This is an optimization exercise on Yosys and OpenROAD, whose aim is small area, a short achievable clock period and few clock cycles, not a production implementation.
Function was checked by simulation only, so behaviour that the tests miss may differ from the original.
Power figures rest on the tool's default switching activity, not on a simulated workload.

$ cat flow/config.mk
export PLATFORM = sky130hd
export DESIGN_NAME = CHIP
export DESIGN_NICKNAME = CHIP
export VERILOG_FILES = /design/flow/design.v
export SDC_FILE = /design/flow/constraint.sdc
export NUM_CORES = 8
export LEC_CHECK = 0
export CAP_MARGIN = 20
export CORE_MARGIN = 2
export CORE_UTILIZATION = 40
export SLEW_MARGIN = 20
$ cat flow/constraint.sdc
create_clock -name core_clock -period 11.0 [get_ports {clk}]
set_input_delay 2.2000 -clock core_clock [delete_from_list [all_inputs] [get_ports {clk}]]
set_output_delay 2.2000 -clock core_clock [all_outputs]
set_load 0.01 [all_outputs]
$ cat flow/design.v
module CHIP (	clk,
				rst_n,
				mem_read_D,
				mem_write_D,
				mem_addr_D,
				mem_wdata_D,
				mem_rdata_D,
				mem_ready_D,
				mem_read_I,
				mem_write_I,
				mem_addr_I,
				mem_wdata_I,
				mem_rdata_I,
				mem_ready_I,
				DCACHE_addr,
				DCACHE_wdata,
				DCACHE_wen
			);
	input			clk, rst_n;
	output			mem_read_D;
	output			mem_write_D;
	output	[31:4]	mem_addr_D;
	output	[127:0]	mem_wdata_D;
	input	[127:0]	mem_rdata_D;
	input			mem_ready_D;
	output			mem_read_I;
	output			mem_write_I;
	output	[31:4]	mem_addr_I;
	output	[127:0]	mem_wdata_I;
	input	[127:0]	mem_rdata_I;
	input			mem_ready_I;
	output	[29:0]	DCACHE_addr;
	output	[31:0]	DCACHE_wdata;
	output			DCACHE_wen;
	integer k;
	function [31:0] bswap;
		input [31:0] w;
		bswap = {w[7:0], w[15:8], w[23:16], w[31:24]};
	endfunction
	function [27:0] pdec;
		input [31:0] w;
		reg [2:0] t;
		begin
			case (w[6:0])
				7'b0110011: t = 3'd0;
				7'b0010011: t = 3'd1;
				7'b0000011: t = 3'd2;
				7'b0100011: t = 3'd3;
				7'b1100011: t = 3'd4;
				7'b1101111: t = 3'd5;
				7'b1100111: t = 3'd6;
				default:    t = 3'd7;
			endcase
			pdec = {w[31:7], t};
		end
	endfunction
	function [27:0] wsel;
		input [111:0] l;
		input [1:0] w;
		case (w)
			2'd0: wsel = l[27:0];
			2'd1: wsel = l[55:28];
			2'd2: wsel = l[83:56];
			default: wsel = l[111:84];
		endcase
	endfunction
	function [31:0] rev32;
		input [31:0] x;
		integer j;
		for (j = 0; j < 32; j = j + 1) rev32[j] = x[31-j];
	endfunction
	reg  [29:0] pc;                  
	reg         id_v;
	reg  [29:0] id_pc;
	reg  [27:0] id_c;
	reg         ex_v;
	reg  [31:0] ex_a, ex_b;
	reg  [29:0] ex_aux;              
	reg  [4:0]  ex_rd;
	reg         ex_wr, ex_ld, ex_st, ex_br, ex_bne, ex_pred, ex_jr;
	reg         ex_fa_m, ex_fb_m;
	reg         ex_add, ex_sub, ex_slt, ex_xor, ex_or, ex_and, ex_sll, ex_srl, ex_sra, ex_link;
	reg         mem_v;
	reg  [31:0] mem_res, mem_sd;
	reg  [4:0]  mem_rd;
	reg         mem_wr, mem_ld, mem_st;
	reg         wb_v, wb_st;
	reg  [31:0] wb_data, wb_sd;
	reg  [4:0]  wb_rd;
	reg         wb_wr;
	reg  [31:0] rf [1:31];
	wire mem_stall;
	wire id_stall;
	wire redirect_ex;
	wire [29:0] ex_tgt;
	reg  [111:0] ic_d0 [0:7];
	reg  [111:0] ic_d1 [0:7];
	reg  [24:0]  ic_t0 [0:7];
	reg  [24:0]  ic_t1 [0:7];
	reg  [7:0]   ic_v0, ic_v1, ic_lru;    
	reg          sb_v;
	reg  [27:0]  sb_line;
	reg  [111:0] sb_d;
	reg          i_req, i_busy;
	reg  [27:0]  i_addr;
	wire [27:0] f_line = pc[29:2];
	wire [2:0]  f_set  = pc[4:2];
	wire [24:0] f_tag  = pc[29:5];
	wire [1:0]  f_wd   = pc[1:0];
	wire [111:0] il0 = ic_d0[f_set];
	wire [111:0] il1 = ic_d1[f_set];
	wire ih0 = ic_v0[f_set] & (ic_t0[f_set] == f_tag);
	wire ih1 = ic_v1[f_set] & (ic_t1[f_set] == f_tag);
	wire ihsb = sb_v & (sb_line == f_line);
	wire i_rdy = i_busy & mem_ready_I;
	wire ihby = i_rdy & (i_addr == f_line);
	wire [111:0] i_pd = {pdec(bswap(mem_rdata_I[127:96])), pdec(bswap(mem_rdata_I[95:64])),
	                     pdec(bswap(mem_rdata_I[63:32])),  pdec(bswap(mem_rdata_I[31:0]))};
	wire        f_ok = ih0 | ih1 | ihsb | ihby;
	wire [27:0] f_inst = ih0 ? wsel(il0, f_wd) : ih1 ? wsel(il1, f_wd) :
	                     ihsb ? wsel(sb_d, f_wd) : wsel(i_pd, f_wd);
	reg  i_fill;
	wire i_sbuse = ihsb & ~ih0 & ~ih1 & ~i_fill;
	wire [2:0] sb_set = sb_line[2:0];
	wire i_fway = ic_lru[sb_set];
	wire i_free = (~i_req & ~i_busy) | i_rdy;
	wire i_pend = (i_req | i_busy) & (i_addr == f_line);
	wire id_redir_raw;
	wire ex_redir_raw;
	wire want_dem = ~f_ok & ~i_pend & ~id_redir_raw & ~ex_redir_raw;
	wire want_pf  = i_sbuse | ihby;
	assign mem_read_I  = i_req;
	assign mem_write_I = 1'b0;
	assign mem_addr_I  = i_addr;
	assign mem_wdata_I = 128'd0;
	always @(posedge clk) begin
		if (!rst_n) begin
			i_req  <= 1'b0;
			i_busy <= 1'b0;
			i_fill <= 1'b0;
			sb_v   <= 1'b0;
			ic_v0  <= 8'd0;
			ic_v1  <= 8'd0;
			ic_lru <= 8'd0;
		end else begin
			i_req <= 1'b0;
			i_fill <= i_sbuse & ~i_rdy;
			if (i_req) i_busy <= 1'b1;
			else if (i_rdy) i_busy <= 1'b0;
			if (i_free & (want_dem | want_pf)) begin
				i_req  <= 1'b1;
				i_addr <= want_dem ? f_line : f_line + 28'd1;
			end
			if (i_rdy) begin
				sb_v    <= 1'b1;
				sb_line <= i_addr;
				sb_d    <= i_pd;
			end
			if (i_fill) begin
				if (i_fway) begin
					ic_d1[sb_set] <= sb_d;
					ic_t1[sb_set] <= sb_line[27:3];
					ic_v1[sb_set] <= 1'b1;
				end else begin
					ic_d0[sb_set] <= sb_d;
					ic_t0[sb_set] <= sb_line[27:3];
					ic_v0[sb_set] <= 1'b1;
				end
				ic_lru[sb_set] <= ~i_fway;
			end else if (ih0) begin
				ic_lru[f_set] <= 1'b1;
			end else if (ih1) begin
				ic_lru[f_set] <= 1'b0;
			end
		end
	end
	wire [31:0] I = {id_c[27:3], 7'd0};
	wire [2:0]  id_t = id_c[2:0];
	wire isR  = (id_t == 3'd0);
	wire isI  = (id_t == 3'd1);
	wire isL  = (id_t == 3'd2);
	wire isS  = (id_t == 3'd3);
	wire isB  = (id_t == 3'd4);
	wire isJ  = (id_t == 3'd5);
	wire isJR = (id_t == 3'd6);
	wire [4:0] rd  = I[11:7];
	wire [4:0] rs1 = I[19:15];
	wire [4:0] rs2 = I[24:20];
	wire [2:0] f3  = I[14:12];
	wire b30 = I[30];
	wire [31:0] immI = {{20{I[31]}}, I[31:20]};
	wire [31:0] immS = {{20{I[31]}}, I[31:25], I[11:7]};
	wire [29:0] immB = {{19{I[31]}}, I[31], I[7], I[30:25], I[11:9]};       
	wire [29:0] immJ = {{11{I[31]}}, I[31], I[19:12], I[20], I[30:22]};     
	wire use1 = isR | isI | isL | isS | isB | isJR;
	wire use2 = isR | isS | isB;
	wire id_wr = (isR | isI | isL | isJ | isJR) & (rd != 5'd0);
	wire pred_t = isB & I[31];
	wire [29:0] id_tgt = id_pc + (isJ ? immJ : immB);
	wire [29:0] id_pc1 = id_pc + 30'd1;
	assign id_stall = id_v & ex_v & ex_ld & ex_wr &
	                  ((use1 & (ex_rd == rs1)) | (use2 & (ex_rd == rs2)));
	assign id_redir_raw = id_v & (isJ | pred_t);
	wire redirect_id = id_redir_raw & ~id_stall & ~mem_stall & ~redirect_ex;
	wire wb_we = wb_v & wb_wr;
	wire [31:0] rf1 = (rs1 == 5'd0) ? 32'd0 : (wb_we & (wb_rd == rs1)) ? wb_data : rf[rs1];
	wire [31:0] rf2 = (rs2 == 5'd0) ? 32'd0 : (wb_we & (wb_rd == rs2)) ? wb_data : rf[rs2];
	wire fa_m = ex_v & ex_wr & (ex_rd == rs1);
	wire fa_w = mem_v & mem_wr & (mem_rd == rs1);
	wire fb_m = ex_v & ex_wr & (ex_rd == rs2);
	wire fb_w = mem_v & mem_wr & (mem_rd == rs2);
	wire [31:0] mem_fwd;
	wire [31:0] opa  = fa_w ? mem_fwd : rf1;
	wire [31:0] rs2v = fb_w ? mem_fwd : rf2;
	wire id_useimm = isI | isL | isS | isJR;
	wire id_sub = (isR & b30 & (f3 == 3'd0)) | ((isR | isI) & (f3 == 3'd2));
	wire [31:0] opb = id_useimm ? (isS ? immS : immI) : rs2v;
	reg  [31:0] ex_bop;                
	reg         ex_fbop_m, ex_subm;
	wire [31:0] A  = ex_fa_m ? mem_res : ex_a;
	wire [31:0] R2 = ex_fb_m ? mem_res : ex_b;
	wire [31:0] Bx = ex_fbop_m ? (mem_res ^ {32{ex_subm}}) : ex_bop;
	wire [31:0] sum = A + Bx + {31'd0, ex_subm};
	wire slt = (A[31] == Bx[31]) ? A[31] : sum[31];
	wire [4:0] shamt = Bx[4:0];
	wire [31:0] shin = ex_sll ? rev32(A) : A;
	wire signed [32:0] shx = {ex_sra & A[31], shin};
	wire signed [32:0] shr = shx >>> shamt;
	wire [31:0] shres = ex_sll ? rev32(shr[31:0]) : shr[31:0];
	wire [31:0] ex_res = ({32{ex_add | ex_sub}} & sum) |
	                     {31'd0, ex_slt & slt} |
	                     ({32{ex_xor}} & (A ^ Bx)) |
	                     ({32{ex_or}}  & (A | Bx)) |
	                     ({32{ex_and}} & (A & Bx)) |
	                     ({32{ex_sll | ex_srl | ex_sra}} & shres) |
	                     ({32{ex_link}} & {ex_aux, 2'b00});
	wire eq = (A == R2);
	wire taken = ex_bne ? ~eq : eq;
	wire [31:0] jt = A + ex_bop;        
	assign ex_redir_raw = ex_v & ((ex_br & (taken ^ ex_pred)) | ex_jr);
	assign redirect_ex = ex_redir_raw & ~mem_stall;
	assign ex_tgt = ex_jr ? jt[31:2] : ex_aux;
	localparam DN = 8;
	reg  [127:0] dc_d [0:DN-1];
	reg  [27:0]  dc_t [0:DN-1];
	reg  [DN-1:0] dc_v, dc_dt;
	reg  [2:0]   dc_ptr;               
	reg          d_req, d_isw, d_busy, d_rdpend;
	reg  [27:0]  d_addr;
	reg          wbf_v;
	reg  [27:0]  wbf_addr;
	reg  [127:0] wbf_d;
	wire [27:0] d_line = mem_res[31:4];
	wire [1:0]  d_wd   = mem_res[3:2];
	reg  [DN-1:0] dh;
	reg  [31:0] dword;
	integer s, j;
	always @(*) begin
		dword = 32'd0;
		for (s = 0; s < DN; s = s + 1) begin
			dh[s] = dc_v[s] & (dc_t[s] == d_line);
			dword = dword | ({32{dh[s]}} & dc_d[s][d_wd*32 +: 32]);
		end
	end
	wire dhit = |dh;
	wire dacc = mem_v & (mem_ld | mem_st);
	wire d_fill;
	assign mem_stall = dacc & ~dhit & ~d_fill;
	wire [31:0] ld_word = bswap(d_fill ? mem_rdata_D[d_wd*32 +: 32] : dword);
	assign mem_fwd = mem_ld ? ld_word : mem_res;
	wire d_rdy  = d_busy & mem_ready_D;
	wire d_free = (~d_req & ~d_busy) | d_rdy;
	wire wbf_busy = wbf_v & ~(d_rdy & d_isw);
	wire d_vdirty = dc_v[dc_ptr] & dc_dt[dc_ptr];
	wire d_issue_rd = mem_stall & ~d_rdpend & d_free & ~wbf_busy;
	assign d_fill = d_rdy & ~d_isw;
	assign mem_read_D  = d_req & ~d_isw;
	assign mem_write_D = d_req & d_isw;
	assign mem_addr_D  = d_addr;
	assign mem_wdata_D = wbf_d;
	wire [31:0] st_word = bswap(mem_sd);
	wire st_hit = mem_v & mem_st & dhit;
	always @(posedge clk) begin
		if (!rst_n) begin
			d_req    <= 1'b0;
			d_busy   <= 1'b0;
			d_rdpend <= 1'b0;
			wbf_v    <= 1'b0;
			dc_v     <= {DN{1'b0}};
			dc_ptr   <= 3'd0;
		end else begin
			d_req <= 1'b0;
			if (d_req) d_busy <= 1'b1;
			else if (d_rdy) d_busy <= 1'b0;
			if (d_rdy & d_isw) wbf_v <= 1'b0;
			if (d_issue_rd) begin
				d_req    <= 1'b1;
				d_isw    <= 1'b0;
				d_addr   <= d_line;
				d_rdpend <= 1'b1;
				if (d_vdirty) begin
					wbf_v    <= 1'b1;
					wbf_d    <= dc_d[dc_ptr];
					wbf_addr <= dc_t[dc_ptr];
				end
			end else if (d_free & wbf_v & ~(d_rdy & d_isw)) begin
				d_req  <= 1'b1;
				d_isw  <= 1'b1;
				d_addr <= wbf_addr;
			end
			if (d_fill) begin
				d_rdpend <= 1'b0;
				dc_t[dc_ptr]  <= d_addr;
				dc_v[dc_ptr]  <= 1'b1;
				dc_dt[dc_ptr] <= mem_st;
				dc_ptr <= dc_ptr + 3'd1;
			end
			if (st_hit) dc_dt <= dc_dt | dh;
		end
	end
	reg  [127:0] dc_win;
	always @(*)
		for (j = 0; j < 4; j = j + 1)
			dc_win[j*32 +: 32] = (d_fill & ~(mem_st & (d_wd == j))) ? mem_rdata_D[j*32 +: 32] : st_word;
	always @(posedge clk) begin
		for (s = 0; s < DN; s = s + 1)
			for (j = 0; j < 4; j = j + 1)
				if ((d_fill & (dc_ptr == s)) | (st_hit & dh[s] & (d_wd == j)))
					dc_d[s][j*32 +: 32] <= dc_win[j*32 +: 32];
	end
	wire adv_id = ~mem_stall & ~id_stall;
	always @(posedge clk) begin
		if (!rst_n) begin
			pc    <= 30'd1;
			id_v  <= 1'b0;
			ex_v  <= 1'b0;
			mem_v <= 1'b0;
			wb_v  <= 1'b0;
			wb_st <= 1'b0;
		end else begin
			if (redirect_ex) pc <= ex_tgt;
			else if (adv_id) begin
				if (redirect_id) pc <= id_tgt;
				else if (f_ok) pc <= pc + 30'd1;
			end
			if (redirect_ex) id_v <= 1'b0;
			else if (adv_id) id_v <= f_ok & ~redirect_id;
			if (~mem_stall) begin
				ex_v    <= id_v & ~id_stall & ~redirect_ex;
				ex_a    <= opa;
				ex_b    <= rs2v;
				ex_bop  <= opb ^ {32{id_sub}};
				ex_subm <= id_sub;
				ex_fbop_m <= fb_m & isR;
				ex_aux  <= (isB & ~pred_t) ? id_tgt : id_pc1;
				ex_rd   <= rd;
				ex_wr   <= id_wr;
				ex_ld   <= isL;
				ex_st   <= isS;
				ex_br   <= isB;
				ex_bne  <= f3[0];
				ex_pred <= pred_t;
				ex_jr   <= isJR;
				ex_fa_m <= fa_m & use1;
				ex_fb_m <= fb_m & use2;
				ex_add  <= ((isR & ~b30 | isI) & (f3 == 3'd0)) | isL | isS;
				ex_sub  <= isR & b30 & (f3 == 3'd0);
				ex_slt  <= (isR | isI) & (f3 == 3'd2);
				ex_xor  <= (isR | isI) & (f3 == 3'd4);
				ex_or   <= (isR | isI) & (f3 == 3'd6);
				ex_and  <= (isR | isI) & (f3 == 3'd7);
				ex_sll  <= (isR | isI) & (f3 == 3'd1);
				ex_srl  <= (isR | isI) & (f3 == 3'd5) & ~b30;
				ex_sra  <= (isR | isI) & (f3 == 3'd5) & b30;
				ex_link <= isJ | isJR;
			end
			if (~mem_stall) begin
				mem_v   <= ex_v;
				mem_res <= ex_res;
				mem_sd  <= R2;
				mem_rd  <= ex_rd;
				mem_wr  <= ex_wr;
				mem_ld  <= ex_ld;
				mem_st  <= ex_st;
			end
			wb_v  <= mem_v & ~mem_stall;
			wb_st <= mem_v & mem_st & ~mem_stall;
		end
		if (adv_id) begin
			id_c  <= f_inst;
			id_pc <= pc;
		end
		wb_data <= mem_fwd;
		wb_sd   <= st_word;
		wb_rd   <= mem_rd;
		wb_wr   <= mem_wr;
		if (wb_we) rf[wb_rd] <= wb_data;
	end
	assign DCACHE_wen   = wb_st;
	assign DCACHE_addr  = wb_data[31:2];
	assign DCACHE_wdata = wb_sd;
endmodule
$ cat flow/flow/run.sh
#!/bin/bash
set -uo pipefail
bash standard.sh SETUP_SLACK_MARGIN=7 finish > standard_make.log 2>&1
$ cat flow/standard.sh
#!/bin/bash
# synth_recipe.tcl (not shown) runs the flow's synth.tcl, then flattens the netlist and writes it again
# the make line also repeats each setting of config.mk as NAME=value (left out here)
make -C /OpenROAD-flow-scripts/flow DESIGN_CONFIG=/design/flow/config.mk WORK_HOME=/design/flow/orfs CLKGATE_MAP_FILE= SYNTH_SCRIPT=/design/flow/synth_recipe.tcl "${@:-finish}"
==> flow_summary.json, run 1 <==
{
  "yosysTopAreaCellShare": 0.655,
  "area_growth_pct": 20.0,
  "critPathSlowestCell": "or4b_4",
  "h-tree-depth": 6,
  "status": "timing/DRC/antenna clean",
  "gp_congestion": 0.936,
  "cts_buffer_depth": 4,
  "synth_fa_ha_area_frac": 0.00795,
  "grt_pass1_vias": 139859,
  "hold_ws_ns": 0.393,
  "clk-insertion-delay-late_ns": 1.14,
  "worstPathArrival_ns": 5.03,
  "highest_layer": "met5",
  "synth_cell_types": 98,
  "dpl.hpwl_mm": 466,
  "antenna_found_initial": 40,
  "grt_overflow_total": 0,
  "synth_top_family_by_area": "multiplexers",
  "core_sq_um": 580000,
  "synth-main-ff-cell": "edfxtp_1",
  "cts_tree": "done",
  "reg2reg_depth": 16,
  "ys_top_cells_by_area": "edfxtp_1 (66%), mux4_2 (13%), mux2_2 (2.3%), mux2i_1 (1.8%), dfxtp_1 (1.4%)",
  "fp-row-count": 280,
  "slew_viol_final": 0,
  "synth-seq-area-share": 0.669,
  "viasPerCell": 6.39,
  "cts_sinks": 5236,
  "r2r-end": "i_addr[9]",
  "cp_top_family": "simple AND/OR/NAND/NOR gates",
  "drc_errors": 0,
  "crit_type": "reg -> reg",
  "drive_above_1_share": 0.297,
  "ys_seq_elements": 5236,
  "synth_edf_count": 5075,
  "final-setup-viol-count": 0,
  "fin_worst_skew_ns": 0.116,
  "cp-endpoint": "i_addr[9]",
  "initial_core_util": 0.401,
  "critPathMaxFanout": 6,
  "synth_largest_area_cell": "edfxtp_1",
  "ys_warn_count": 2,
  "critPathMostFrequentCell": "buf_4",
  "ant_nets": 0,
  "grt_max_degree": 126,
  "fin_crit_sh": 0.384,
  "synthCells": 13489,
  "syn_avg_cell_area_sq_um": 17.2,
  "dr_wl_met3_mm": 103,
  "syn_area_sq_um": 233000,
  "synth_mux_area_frac": 0.174,
  "fp.dieH_microns": 766,
  "path_cells": "buf_12 -> buf_16 -> mux4_2 -> mux2i_4 -> xor2_2 -> o211ai_1 -> or4b_4 -> nor4_4 -> buf_4 -> or2_4 -> nand4bb_4 -> nand4_1 -> buf_4 -> buf_6 -> nand2b_4 -> xnor2_2",
  "grt_usage": 0.269,
  "yosys.area_share.simple": 0.0350,
  "fmax_mhz": 237,
  "ff2ff_setup_slack_ns": 6.77,
  "relSlewSlack": 0.0742,
  "wirelength_mm": 829,
  "drv_cap": 0,
  "fin_tns_setup_ns": 0,
  "vias": 146294,
  "cts_root_buf": "clkbuf_16",
  "yosys.area_share.xor_xnor": 0.0214,
  "clk_pin_slew_ns": 0.06,
  "rsz0062_at_grt": "true",
  "final_nets": 15051,
  "drt_iter0_markers": 23043,
  "end_kind": "flop",
  "dieArea_sq_um": 587000,
  "routedWlPerCell_microns": 36.2,
  "tightest_slew_ns": 1.39,
  "worstPathRequired_ns": 11.80,
  "crit_buf_inv": 5,
  "finalCriticalPeriod_ns": 4.23,
  "async_reset_ff_frac": 0,
  "min_path_type": "reg -> reg",
  "finalHoldViolCount": 0,
  "p_leak_nw": 90.0,
  "fp.dieW_microns": 766,
  "cts-buffers-inserted": 561,
  "met1_length_mm": 310,
  "dr.pass1.iters": 10,
  "grt_pass1_wl_mm": 1130,
  "ios": 639,
  "max-vdd-ir-drop_v": 0.000173,
  "power_density_nw_per_um2": 161,
  "wl_met2_mm": 369,
  "port-buffer-count": 509,
  "synth_compound_area_frac": 0.0688,
  "cpPeakStageDelay_ns": 0.58,
  "critical_path_cell_count": 16,
  "worstSetupStartpointType": "flop"
}
==> where the power goes <==
group | internal [mW] | leakage (nW) | switching (mW) | total (mW)
clock network | 10.5 | 8.75 | 8.24 | 18.7
registers | 22.0 | 47.4 | 0.297 | 22.3
logic | 1.58 | 33.9 | 2.28 | 3.86
total | 34.1 | 90.0 | 10.8 | 44.9
==> layer usage <==
metal | track usage | up-vias
li1 | - | 57804
met4 | 0.120 | 26
met2 | 0.411 | 10348
met1 | 0.363 | 76046
met3 | 0.0735 | 2070
met5 | 0 | -
==> how the worst min path moves through the flow <==
| stage | from | end | slack, ns | depth (start not counted) |
|---|---|---|---|---|
| after floorplan | mem_wr | wb_wr | 0.35 | 0 |
| after global placement | mem_wr | wb_wr | 0.36 | 0 |
| after detailed placement | mem_wr | wb_wr | 0.37 | 0 |
| after CTS | mem_wr | wb_wr | 0.39 | 0 |
| after global routing | mem_wr | wb_wr | 0.40 | 0 |
| final | mem_wr | wb_wr | 0.39 | 0 |
==> registers in the layout, indices dropped and copies added, names as in the netlist, 112 cells and up, named ones only <==
name / flops
rf: 992
dc_t: 224
sb_d: 112
ic_t0: 200
ic_d0: 896
ic_d1: 896
wbf_d: 128
dc_d: 1024
ic_t1: 200
==> worst reg2reg max path, delay by kind of cell (launching register included) <==
kind	cells	cell delay (ns)
buffers and inverters	5	0.81
and+or+nand+nor	6	1.50
AOI/OAI and AO/OA	1	0.11
DFF	1	0.46
muxes	2	0.75
xor gates and xnor gates	2	0.33
==> synthesized netlist by cell type (162+ instances only) <==
cell,count
buf_4,164
nand2_1,616
clkbuf_1,646
nor2_1,568
buf_1,171
edfxtp_1,5075
xnor2_1,329
mux2_2,483
a22oi_1,222
mux4_2,1367
mux2i_1,413
a222oi_1,240
o21ai_0,368
a221oi_1,162
a21oi_1,324
a211oi_1,232
xor2_1,238
==> cell families (layout without fill, tap and decap cells) <==
kind of cell / count (synthesis) / in the layout
AO/OA/AOI/OAI: 2212 / 2213
XOR/XNOR: 567 / 567
adder cells (fa/ha/maj): 146 / 146
buffers and inverters: 1267 / 2724
flip-flops: 5236 / 5236
multiplexers: 2263 / 2263
other: 1 / 169
AND/OR/NAND/NOR: 1797 / 1812
==> repair_timing <==
| item | 4_1_cts | 5_1_grt |
|---|---|---|
| pin swaps | 123 | 164 |
| resized for setup | 1614 | 461 |
| setup buffers | 366 | 169 |
| hold buffers | 0 | 0 |
| setup endpoints to repair | 4825 | 1394 |
| gates cloned | 87 | 35 |
==> per-stage QoR <==
stage / setup slack [ns] / util / cells / instance area, sq um / total power, mW
2_1_floorplan: 3.67 / - / 13617 / 233000 / 24.5
3_3_place_gp: 4.32 / 0.427 / 21176 / 248000 / 25.9
3_5_place_dp: 4.29 / 0.427 / 21180 / 248000 / 25.9
4_1_cts: 6.79 / 0.473 / 22641 / 274000 / 44.8
5_1_grt: 6.70 / 0.481 / 22851 / 279000 / 45.9
6_report: 6.77 / 0.481 / 22885 / 279000 / 44.9
==> cell usage in the layout, fill, tap and decap left out, types with 67 or more instances in the layout <==
| cell type | n |
|---|---|
| buf_6 | 163 |
| clkdlybuf4s15_1 | 86 |
| a211oi_1 | 219 |
| buf_12 | 150 |
| buf_4 | 599 |
| a22o_1 | 113 |
| nand2_1 | 610 |
| nor2_1 | 498 |
| mux2i_1 | 365 |
| buf_2 | 72 |
| a221oi_1 | 150 |
| a21oi_1 | 298 |
| buf_16 | 67 |
| inv_1 | 134 |
| clkinv_2 | 92 |
| xnor2_1 | 301 |
| nand3_1 | 144 |
| xor2_1 | 229 |
| a222oi_1 | 240 |
| clkbuf_1 | 117 |
| a22oi_1 | 221 |
| o211ai_1 | 81 |
| clkdlybuf4s50_1 | 258 |
| dfxtp_1 | 98 |
| edfxtp_1 | 5075 |
| clkbuf_16 | 597 |
| ha_1 | 114 |
| mux4_2 | 1367 |
| clkinv_1 | 106 |
| conb_1 | 129 |
| mux2_2 | 470 |
| nand4_1 | 107 |
| a31oi_1 | 106 |
| o21ai_0 | 290 |
==> area by class of cell <==
| type | count | area [sq um] |
|---|---|---|
| fillers | 48206 | 301000 |
| repair buffers | 1553 | 18300 |
| well taps | 7755 | 9700 |
| clock buffers | 702 | 14900 |
| repair inverters | 2 | 15.0 |
| diodes | 40 | 100 |
| inverters | 161 | 661 |
| multi-input cells | 7130 | 76300 |
| flip-flops and latches | 5236 | 156000 |
| clock inverters | 306 | 3140 |
Testbench counts, summed over its fixed seeds: cycles 163,005.
==> run 2, diff against run 1 <==
--- a/flow/design.v
+++ b/flow/design.v
@@ -105,2 +105,8 @@
 	reg  [27:0]  i_addr;
+	reg  [7:0]  btb_v;
+	reg  [5:0]  btb_tag [0:7];
+	reg  [11:0] btb_tgt [0:7];
+	reg         id_bp;               
+	wire bt_hit = btb_v[pc[2:0]] & (btb_tag[pc[2:0]] == pc[8:3]);
+	wire [29:0] bt_pc = {pc[29:12], btb_tgt[pc[2:0]]};
 	wire [27:0] f_line = pc[29:2];
@@ -197,3 +203,6 @@
 	wire id_wr = (isR | isI | isL | isJ | isJR) & (rd != 5'd0);
-	wire pred_t = isB & I[31];
+	reg  [1:0] bht [0:15];
+	reg  [1:0] id_bc;
+	reg  [3:0] ex_bidx;
+	wire pred_t = isB & (I[31] ? (id_bc != 2'd0) : id_bc[1]);
 	wire [29:0] id_tgt = id_pc + (isJ ? immJ : immB);
@@ -202,3 +211,5 @@
 	                  ((use1 & (ex_rd == rs1)) | (use2 & (ex_rd == rs2)));
-	assign id_redir_raw = id_v & (isJ | pred_t);
+	wire want_redir = isJ | pred_t;
+	assign id_redir_raw = id_v & (want_redir ? ~(id_bp & (pc == id_tgt)) : id_bp);
+	wire [29:0] id_npc = want_redir ? id_tgt : id_pc1;
 	wire redirect_id = id_redir_raw & ~id_stall & ~mem_stall & ~redirect_ex;
@@ -330,2 +341,19 @@
 	end
+	always @(posedge clk) begin
+		if (!rst_n) btb_v <= 8'd0;
+		else if (redirect_id) begin
+			btb_v[id_pc[2:0]] <= want_redir;
+			btb_tag[id_pc[2:0]] <= id_pc[8:3];
+			btb_tgt[id_pc[2:0]] <= id_tgt[11:0];
+		end
+	end
+	wire [1:0] bc = bht[ex_bidx];
+	always @(posedge clk) begin
+		if (!rst_n) begin
+			for (s = 0; s < 16; s = s + 1) bht[s] <= 2'd1;
+		end else if (ex_v & ex_br & ~mem_stall) begin
+			if (taken) bht[ex_bidx] <= (bc == 2'd3) ? 2'd3 : bc + 2'd1;
+			else       bht[ex_bidx] <= (bc == 2'd0) ? 2'd0 : bc - 2'd1;
+		end
+	end
 	wire adv_id = ~mem_stall & ~id_stall;
@@ -342,4 +370,4 @@
 			else if (adv_id) begin
-				if (redirect_id) pc <= id_tgt;
-				else if (f_ok) pc <= pc + 30'd1;
+				if (redirect_id) pc <= id_npc;
+				else if (f_ok) pc <= bt_hit ? bt_pc : pc + 30'd1;
 			end
@@ -362,2 +390,3 @@
 				ex_pred <= pred_t;
+				ex_bidx <= id_pc[3:0];
 				ex_jr   <= isJR;
@@ -391,2 +420,4 @@
 			id_pc <= pc;
+			id_bc <= bht[pc[3:0]];
+			id_bp <= bt_hit;
 		end
==> run 2 against run 1 <==
Still clean. Cell count grew 4.5%. Clock power increased by 4%. Worst setup slack got worse by 0.56 ns. Sequential cell count up 197. Via count is 4.3% higher. Utilization increased by 0.21 points. Register-to-register slack lost 0.56 ns. Design area up 4.4%. Sequential share of layout area is 0.38 points lower. Clock skew rose by 0.0069 ns.
==> flow_summary.json, run 2 <==
{
  "status": "timing/DRC/antenna clean",
  "fin_worst_skew_ns": 0.123,
  "crit_buf_inv": 5,
  "fp-row-count": 285,
  "critPathSlowestCell": "edfxtp_1",
  "final_cells": 23911,
  "ios": 639,
  "fin_crit_sh": 0.435,
  "fp.dieH_microns": 783,
  "dpl.hpwl_mm": 496,
  "port-buffer-count": 509,
  "fin_area_sq_um": 291000,
  "wirelength_mm": 865,
  "netSwitchingPower_mw": 11.0,
  "max-vdd-ir-drop_v": 0.000170,
  "routedWlPerCell_microns": 36.2,
  "cts_tree": "done",
  "viasPerCell": 6.38,
  "fp.dieW_microns": 783,
  "cts_root_buf": "clkbuf_16",
  "finalCriticalPeriod_ns": 4.79,
  "synth_edf_count": 5258,
  "numPlacedInstances": 22149,
  "synth_common_cells": "edfxtp_1 (5,258), mux4_2 (1,464), clkbuf_1 (698)",
  "initial_core_util": 0.402,
  "clk-insertion-delay-late_ns": 1.17,
  "synthCells": 14191,
  "ys_seq_elements": 5433,
  "worst_slack_ns": 6.21,
  "fin_tns_setup_ns": 0,
  "dpl_cell_area_sq_um": 258000,
  "critPathMaxFanout": 5,
  "synth_cell_types": 110,
  "drive_above_1_share": 0.302,
  "h-tree-depth": 6,
  "fmax_mhz": 209,
  "synth.most_common_cell": "edfxtp_1",
  "reg2reg_from": "id_c[1]",
  "cp_top_family": "compound AO/OA/AOI/OAI gates",
  "ys_top_cells_by_area": "edfxtp_1 (65%), mux4_2 (14%), mux2_2 (2.1%), mux2i_1 (1.6%), xnor2_1 (1.5%)",
  "finalHoldViolCount": 0,
  "power_frac_comb": 0.086,
  "drc_errors": 0,
  "grt_max_degree": 105,
  "critPathMostFrequentCell": "buf_4",
  "ff2ff_setup_slack_ns": 6.21,
  "min_from": "mem_wr",
  "cpPeakStageDelay_ns": 0.44,
  "whs_path_depth": 0,
  "clk_pin_slew_ns": 0.06,
  "core_sq_um": 603000,
  "drt_iter0_markers": 23438,
  "synth-seq-area-share": 0.666,
  "rsz0062_at_grt": "true",
  "drv_cap": 0,
  "grt_pass1_wl_mm": 1180,
  "syn_avg_cell_area_sq_um": 17.1,
  "utilization": 0.483,
  "end_kind": "flop",
  "grt_pass1_vias": 146631,
  "top_register": "dc_d",
  "cts_sinks": 5433,
  "grt_usage": 0.272,
  "cts_hold_buf": 0,
  "crit_type": "reg -> reg",
  "final_cell_mix": "edfxtp_1 (5,258), mux4_2 (1,464), buf_4 (661)",
  "slew_viol_final": 0,
  "vias": 152618,
  "final_common_cell": "edfxtp_1",
  "antenna_found_initial": 55,
  "clkPwrFrac": 0.419,
  "worstPathRequired_ns": 11.80,
  "final-setup-viol-count": 0,
  "area_growth_pct": 20.1,
  "syn_area_sq_um": 242000,
  "ys_warn_count": 2,
  "holdPathEnd": "wb_wr",
  "yosysTopAreaCellShare": 0.651,
  "synth_largest_area_cell": "edfxtp_1",
  "synth-main-ff-cell": "edfxtp_1",
  "pre_cts_ws_ns": 4.21,
  "cts-buffers-inserted": 583,
  "p_leak_nw": 94.0,
  "hold_ws_ns": 0.412,
  "grt_overflow_total": 0,
  "p_int_mw": 35.7,
  "worstPathArrival_ns": 5.59,
  "nFillCells": 49903,
  "async_reset_ff_frac": 0,
  "power_density_nw_per_um2": 160,
  "finalPower_mw": 46.6,
  "cts_buffer_depth": 4,
  "dieArea_sq_um": 612000,
  "dr.pass1.iters": 13,
  "largest_reg_flops": 1024,
  "final_nets": 15818,
  "ant_nets": 0,
  "gp_congestion": 0.954,
  "largest_registers": "dc_d: 1024 flops, rf: 992 flops",
  "min_path_type": "reg -> reg",
  "relSlewSlack": 0.202,
  "path_cells": "nor2b_4 -> buf_4 -> nand2_4 -> nand2_2 -> nand2_2 -> ha_4 -> buf_12 -> a211oi_4 -> o31ai_4 -> a211o_1 -> a211oi_4 -> xnor2_2 -> xor2_1 -> a311oi_1 -> and4_4 -> nand3_4 -> o21a_4 -> nand2_8 -> buf_4 -> nor4_4 -> buf_4 -> clkbuf_16",
  "r2r-end": "btb_tag[3][3]",
  "reg2reg_depth": 22,
  "tightest_slew_ns": 1.19,
  "worstSetupStartpointType": "flop",
  "sw_frac_of_total": 0.235,
  "seqPwrFrac": 0.496
}
-- run 2: layout make-up --
| type | instances | area, sq um | area share |
|---|---|---|---|
| Inverter | 339 | 1350 | 0.00465 |
| Timing Repair Buffer | 1653 | 19500 | 0.0670 |
| Tap cell | 8036 | 10100 | 0.0345 |
| Sequential cell | 5433 | 162000 | 0.555 |
| Timing Repair inverter | 4 | 25.0 | 0.0000859 |
| Multi-Input combinational cell | 7395 | 80000 | 0.275 |
| Clock buffer | 739 | 15600 | 0.0535 |
| Antenna cell | 16 | 40.0 | 0.000137 |
| Clock inverter | 296 | 3050 | 0.0105 |
-- run 2: worst max path at each step --
stage	from	end	slack (ns)	cells past startpoint
floorplan	rst_n	ic_d1[0][0]	3.42	4
global placement	mem_ready_D	ex_b[6]	4.25	9
detailed placement	mem_ready_D	mem_res[6]	4.21	9
CTS	id_c[0]	flop	6.44	21
global route	id_c[2]	flop	6.11	22
finish	id_c[1]	btb_tag[3][3]	6.21	22
-- run 2: power groups by stage --
stage	Combinational, mW	Sequential, mW	Clock (mW)
after floorplan	1.98	23.4	0
after global placement	3.14	23.6	0
after detailed placement	3.15	23.6	0
after CTS	3.74	23.1	19.7
after global routing	4.14	23.1	20.5
final	3.99	23.1	19.5
-- run 2: per-layer routing --
metal,track usage,up-vias,share of wire,routed length [microns]
met2,0.407,10627,0.44,383000
met5,0,-,0.00026,225
met4,0.129,32,0.057,49300
met1,0.370,79468,0.38,329000
li1,-,60425,-,-
met3,0.0725,2066,0.12,104000
-- run 2: kinds of logic after synthesis --
kind of cell | synth area share
flip-flops | 0.666
AO/OA/AOI/OAI | 0.0681
multiplexers | 0.173
AND/OR/NAND/NOR | 0.0353
buffers and inverters | 0.0268
XOR/XNOR | 0.0232
adder cells (fa/ha/maj) | 0.00778
other | 0.0000155
-- run 2: timing repair --
item	in CTS	in global routing
pin swaps	137	142
setup buffers	420	163
gates resized for setup	1989	518
gates cloned	99	24
endpoints found under the setup margin	4869	2012
Testbench counts of run 2, summed over its fixed seeds: cycles 150,948.

## re-timing with driven ports
In the flow no input, the clock included, has a driving cell. The finished layouts below were timed again as built, in two steps.
Step 1 (the two cells are an assumption about what drives the block):
set clk [get_ports {clk}]
set_driving_cell -lib_cell sky130_fd_sc_hd__clkbuf_16 $clk
set_driving_cell -lib_cell sky130_fd_sc_hd__buf_2 [delete_from_list [all_inputs] $clk]
Step 2 adds t to the input delays and takes it off the output delays; t is the mean of the earliest and latest rising clock arrival at the registers after step 1. Input paths then give back, and output paths get back, about the clock's delay inside the block.
Three values: ideal, step 1, step 2; two values: the first two.
run | t (ns) | setup slack, ns | slew at the worst register clock pin (ns)
run 1 | 1.195 | 6.774 / 6.680 / 5.727 | 0.08 / 0.08
run 2 | 1.232 | 6.211 / 6.211 / 5.512 | 0.07 / 0.07
After both steps setup and hold are still met in every run listed. The setup slack of run 1, which loses most, moves by -0.094 ns with the drivers and by -1.047 ns with both steps.
